Context: an optimization exercise on an open-source flow, tuned for small area and a short achievable clock period. The choices shown serve that exercise and are no tape-out recipe.
The RTL was checked by simulation tests, not by an equivalence proof against the original design.
No activity file was given, so power comes from the tool's default toggle rates.

==> flow/design.v <==
module add #(
    parameter HALFWORD_WIDTH = 16  
) (
    input  signed [HALFWORD_WIDTH-1:0] A,   
    input  signed [HALFWORD_WIDTH-1:0] B,   
    output signed [HALFWORD_WIDTH-1:0] out  
);
  assign out = A + B;
endmodule
module signedm #(
    parameter DATA_SIZE      = 8,
    parameter HALFWORD_WIDTH = 16
) (
    input  signed [     DATA_SIZE-1:0] a,
                                       b,
    output signed [HALFWORD_WIDTH-1:0] data_out
);
  assign data_out = a * b;  
endmodule
`timescale 1ns / 1ps
module pe #(
    parameter PERIOD = 25  
) (
    input                               clk,         
    input                               rst,         
    input  signed [     8-1:0] weight,      
                                        inmap,       
    input                               inmap_vld,   
                                        weight_vld,  
    input  signed [     8-1:0] bias,        
    output signed [     8-1:0] outmap,      
    output                              outmap_vld,  
    output signed [16-1:0] outraw    
);
  wire                       in_vld;   
  reg  [               10:0] cnt;      
  wire [16-1:0] vldproduct;
  wire [16-1:0] biased;   
  wire [16-1:0] product;  
  wire [16-1:0] sum;      
  reg  [16-1:0] sum_reg;
  signedm #(
      .HALFWORD_WIDTH (16),
      .DATA_SIZE      (8)
  ) SIGNEDM (
      .a        (inmap),
      .b        (weight),
      .data_out (product)
  );   
  add #(
      .HALFWORD_WIDTH (16)
  ) ADD (
      .A   (vldproduct),
      .B   (sum),
      .out (biased)
  );
  assign in_vld     = inmap_vld & weight_vld;                                   
  assign sum        = (cnt == 0) ? {{5{bias[7]}}, bias, 3'b0} : sum_reg;      
  assign vldproduct = (in_vld == 1'b1) ? product : 16'b0;                       
  assign outraw  = (in_vld == 1'b1) ? biased : 16'b0;                        
  assign outmap_vld = cnt == (PERIOD - 1);
  assign outmap     = (outraw[15]) ? 8'b0 :                                  
                      (outraw[2]) ? {outraw[15], outraw[9:3] + 1'b1} :
                      {outraw[15], outraw[9:3]};   
  always @(posedge rst or posedge clk) begin
    if (rst) cnt <= 0;
    else begin
      if (in_vld) begin
        cnt <= cnt + 1;
        if (cnt == (PERIOD - 1)) begin
          cnt <= 0;
        end
      end
    end
  end
  always @(posedge rst or posedge clk) begin
    if (rst) begin
      sum_reg <= 0;
    end else begin
      if (in_vld) begin
        sum_reg <= outraw;
        if (cnt == (PERIOD - 1)) begin
          sum_reg <= 0;
        end
      end
    end
  end
endmodule
==> flow/run.sh <==
#!/bin/bash
# synth_recipe.tcl (not shown) runs the flow's synth.tcl, then flattens the netlist and writes it again
# the make line also repeats each setting of config.mk as NAME=value (left out here)
make -C /OpenROAD-flow-scripts/flow DESIGN_CONFIG=/design/flow/config.mk WORK_HOME=/design/flow/orfs CLKGATE_MAP_FILE= SYNTH_SCRIPT=/design/flow/synth_recipe.tcl finish
==> flow/config.mk <==
export PLATFORM = sky130hd
export DESIGN_NAME = pe
export DESIGN_NICKNAME = pe
export VERILOG_FILES = /design/flow/design.v
export SDC_FILE = /design/flow/constraint.sdc
export NUM_CORES = 4
export LEC_CHECK = 0
export CAP_MARGIN = 20
export CORE_MARGIN = 2
export CORE_UTILIZATION = 40
export SLEW_MARGIN = 20
==> flow/constraint.sdc <==
create_clock -name core_clock -period 10.5 [get_ports {clk}]
set_input_delay 2.1000 -clock core_clock [delete_from_list [all_inputs] [get_ports {clk}]]
set_output_delay 2.1000 -clock core_clock [all_outputs]
set_load 0.01 [all_outputs]
==> run summary <==
per-layer routing:
metal  track usage [%]  up-vias  share of wire (%)  wire length (um)
met4              2.76        0               0.56                65
met1              25.8     2060                 47              5470
met5                 0        -                  0                 0
li1                  -     2088                  -                 -
met2              31.2       68                 49              5720
met3              2.76        6                3.6               420
synth_stat cells, drive strengths merged, types with 2 or more instances:
master  instances  share of area (%)
a22o           10                1.8
nand4           2               0.26
nand2b          6               0.78
o21bai          3               0.47
o211ai          2               0.31
nand3          11                1.1
a21oi          22                2.3
a31oi           5               0.65
or3b            2               0.36
and3           10                1.3
nor4            2               0.26
mux2i           3               0.88
a211oi          2               0.41
xor2           11                2.0
a311oi          3               0.80
nor2           33                2.6
nor2b           4               0.52
o31ai           3               0.47
o21ai          19                2.0
a31o            2               0.36
buf             6               0.78
fa             56                 23
dfrtp          27                 14
a21o            8                1.2
nor3            6               0.62
xnor2          25                4.5
nand3b          5               0.78
or3             2               0.26
clkbuf          6               0.47
ha             47                 12
nand2          77                6.0
inv            96                7.5
and2           46                6.0
nor3b           2               0.31
critical path, delay by kind of cell:
family,cells,cell delay (ps)
xor+xnor,1,370
compound gates,6,1350
simple gates,4,540
fa+ha+maj,7,2500
buf+inv,8,1360
metrics by stage:
stage | setup slack (ps) | total power [W] | TNS (ps) | cells | utilization (%)
after floorplan | 915 | 0.00100 | 0 | 577 | -
after global placement | -258 | 0.00143 | -1320 | 819 | 49.4
after detailed placement | -281 | 0.00145 | -1470 | 820 | 49.6
after global routing | -112 | 0.00193 | -112 | 834 | 52.1
final | 175 | 0.00176 | 0 | 834 | 52.1
after CTS | 0.354 | 0.00166 | 0 | 828 | 50.9
power by group through the flow:
stage | clock (W) | sequential [W] | combinational [W]
finish | 0.0000950 | 0.000165 | 0.00150
global route | 0.000102 | 0.000171 | 0.00166
CTS | 0.0000970 | 0.000166 | 0.00140
detailed placement | 0 | 0.000167 | 0.00128
global placement | 0 | 0.000166 | 0.00126
floorplan | 0 | 0.000157 | 0.000846
kinds of logic (layout without fill, tap and decap cells):
group / Yosys count / after routing / share of synthesized area (%)
XOR/XNOR: 37 / 38 / 7.02
other: 1 / 1 / 0.0776
AND/OR/NAND/NOR: 211 / 211 / 21.7
multiplexers: 4 / 4 / 1.11
flip-flops: 27 / 27 / 14.0
buffers and inverters: 109 / 218 / 8.78
adder cells (fa/ha/maj): 103 / 103 / 35.4
AO/OA/AOI/OAI: 85 / 85 / 12.0
cell type report:
class	count	area share [%]
sequential	27	10.9
inverter	97	5.87
clock inverter	1	0.141
clock buffer	3	1.21
tap	147	2.96
timing repair buffer	117	16.8
multi-input combinational	442	62.1
repair_timing:
item	CTS	global route
gates cloned	1	0
hold buffers	0	0
resized for setup	11	31
pin swaps	4	14
buffers inserted	3	6
setup endpoints to repair	8	11
endpoints found under the hold margin	0	0
final timing paths:
path,to,slack (ps),cells past startpoint
min,cnt[10]$_DFFE_PP0P_,480,1
max reg2reg,sum_reg[14]$_DFFE_PP0P_,5860,16
min reg2reg,cnt[10]$_DFFE_PP0P_,480,1
min in group asynchronous,sum_reg[7]$_DFFE_PP0P_,2150,2
max in group asynchronous,cnt[2]$_DFFE_PP0P_,7870,3
max,outraw[15],180,26
==> flow_metrics.py <==
metrics = {
    "run": {
        "max_cap_viol_count": 0,
    },
    "synth": {
        "yosys_register_bits": 27,
        "avgSynthCellArea_um2": 8.37,
        "synthCells": 577,
        "syn-cell-area_um2": 4830,
        "netlist-cell-type-count": 54,
        "yosys_warnings": 1,
        "synth_edf_count": 0,
        "synth_flop_cell": "dfrtp_1",
        "syn_nets": 708,
        "ys_seq_area_share_pct": 14.0,
        "synthArstFlopShare_pct": 100,
    },
    "sta": {
        "rsz0062_at_grt": "yes",
        "fin_crit_sh_pct": 98.3,
        "relSlewSlack_pct": 40.8,
        "slew_violations": 0,
        "hold_ws_ps": 478,
        "setup_viol": 0,
        "timing.fmax_mhz": 96.9,
        "hold_viol": 0,
        "tightest_slew_ps": 889,
        "fin_crit_ps": 10320,
        "fin_skew_ps": 5.91,
    },
    "min_path": {
        "hp-class": "register to register",
        "hp-start": "cnt[10]$_DFFE_PP0P_",
    },
    "power_and_ir_drop": {
        "seqPwrFrac_pct": 9.4,
        "leakage_nw": 3.17,
        "power.density_nw_per_um2": 284,
        "p_switching_w": 0.000810,
        "intPower_w": 0.000952,
        "power_frac_clock_pct": 5.4,
        "ir_worst_vdd_mv": 0.120,
        "netSwitchingFraction_pct": 46.0,
        "comb_power_share_pct": 85.2,
    },
    "global_route": {
        "grt_pass1_wl_mm": 19.6,
        "antenna_found_initial": 0,
        "grt_pass1_vias": 4230,
        "grtUsageTotal_pct": 18.5,
        "gr-total-overflow": 0,
        "grt_max_degree": 27,
    },
    "setup_path": {
        "cp_slowest_cell": "fa_1",
        "worstSetupStartpointType": "primary input",
        "cpMostUsedCell": "ha_1",
        "arrival_ps": 8220,
        "slowest_delay_ps": 530,
        "cp-end-kind": "primary output",
        "timing.rr.start": "cnt[0]$_DFFE_PP0P_",
        "crit_fanout": 7,
        "crit_start": "inmap[3]",
        "cp.required_ps": 8400,
        "path_class": "primary input to primary output",
    },
    "die": {
        "core_area_um2": 11900,
        "start_util_pct": 40.5,
        "num_rows": 40,
        "die_h_um": 114,
        "die-area_um2": 13000,
        "io_pins": 53,
        "die_x_um": 114,
    },
    "route": {
        "drtIter0Drc": 187,
        "vias": 4222,
        "viasPerCell": 5.06,
        "wire_per_inst_um": 14.0,
        "drt-total-wl_mm": 11.7,
        "first_pass_iters": 4,
        "post-route-drc-count": 0,
        "drtAntennaViolNets": 0,
    },
    "placement": {
        "port_buffers": 51,
        "place_hpwl_mm": 9.72,
        "placed_cell_area_um2": 5910,
        "place.gp.congestion": 0.875,
    },
    "final_layout": {
        "drive_gt1_share_pct": 14.8,
        "final_common_cell": "inv_1",
        "multi_input_area_um2": 3850,
        "areaGrowthSynthToFinish_pct": 28.4,
        "largest_register_ffs": 16,
        "seqCellArea_um2": 676,
        "diodes": 0,
        "nFillCells": 1131,
        "final_nets": 819,
        "layout_common_cells": "inv_1 (94), nand2_1 (77), buf_4 (63)",
        "finalInstanceArea_um2": 6200,
    },
    "clock_network": {
        "cts_made_buffers": 3,
        "numClockSinks": 27,
        "cts_tree": "yes",
        "path_clk_slew_ps": 70,
        "cts_max_level": 1,
        "ctsRootBufferMaster": "clkbuf_16",
        "clk_latency_ps": 280,
        "cts_max_path_buffers": 2,
    },
    "status": {
        "outcome": "finished clean",
    },
}

afterwards: timing with drivers on the ports:
Ports are ideal in the flow. The routed layout listed here was re-timed in OpenROAD. Step 1 (the two cells are an assumption about what drives the block):
set clk [get_ports {clk}]
set_driving_cell -lib_cell sky130_fd_sc_hd__clkbuf_16 $clk
set_driving_cell -lib_cell sky130_fd_sc_hd__buf_2 [delete_from_list [all_inputs] $clk]
Step 2, shift: input delay + t, output delay - t, t = (earliest + latest rising clock arrival at the registers) / 2. This alone moves slack from input paths to output paths. Three values: ideal, step 1, step 2; two values: the first two.
t, ns: 0.305
setup slack, ns: 0.175 / 0.151 / 0.151
worst setup path after step 2: input to output
clock arrival spread, ns: 0.006 / 0.006
After both steps this run still meets setup and hold. The setup slack of this run moves by -0.024 ns with the drivers and by -0.024 ns with both steps.
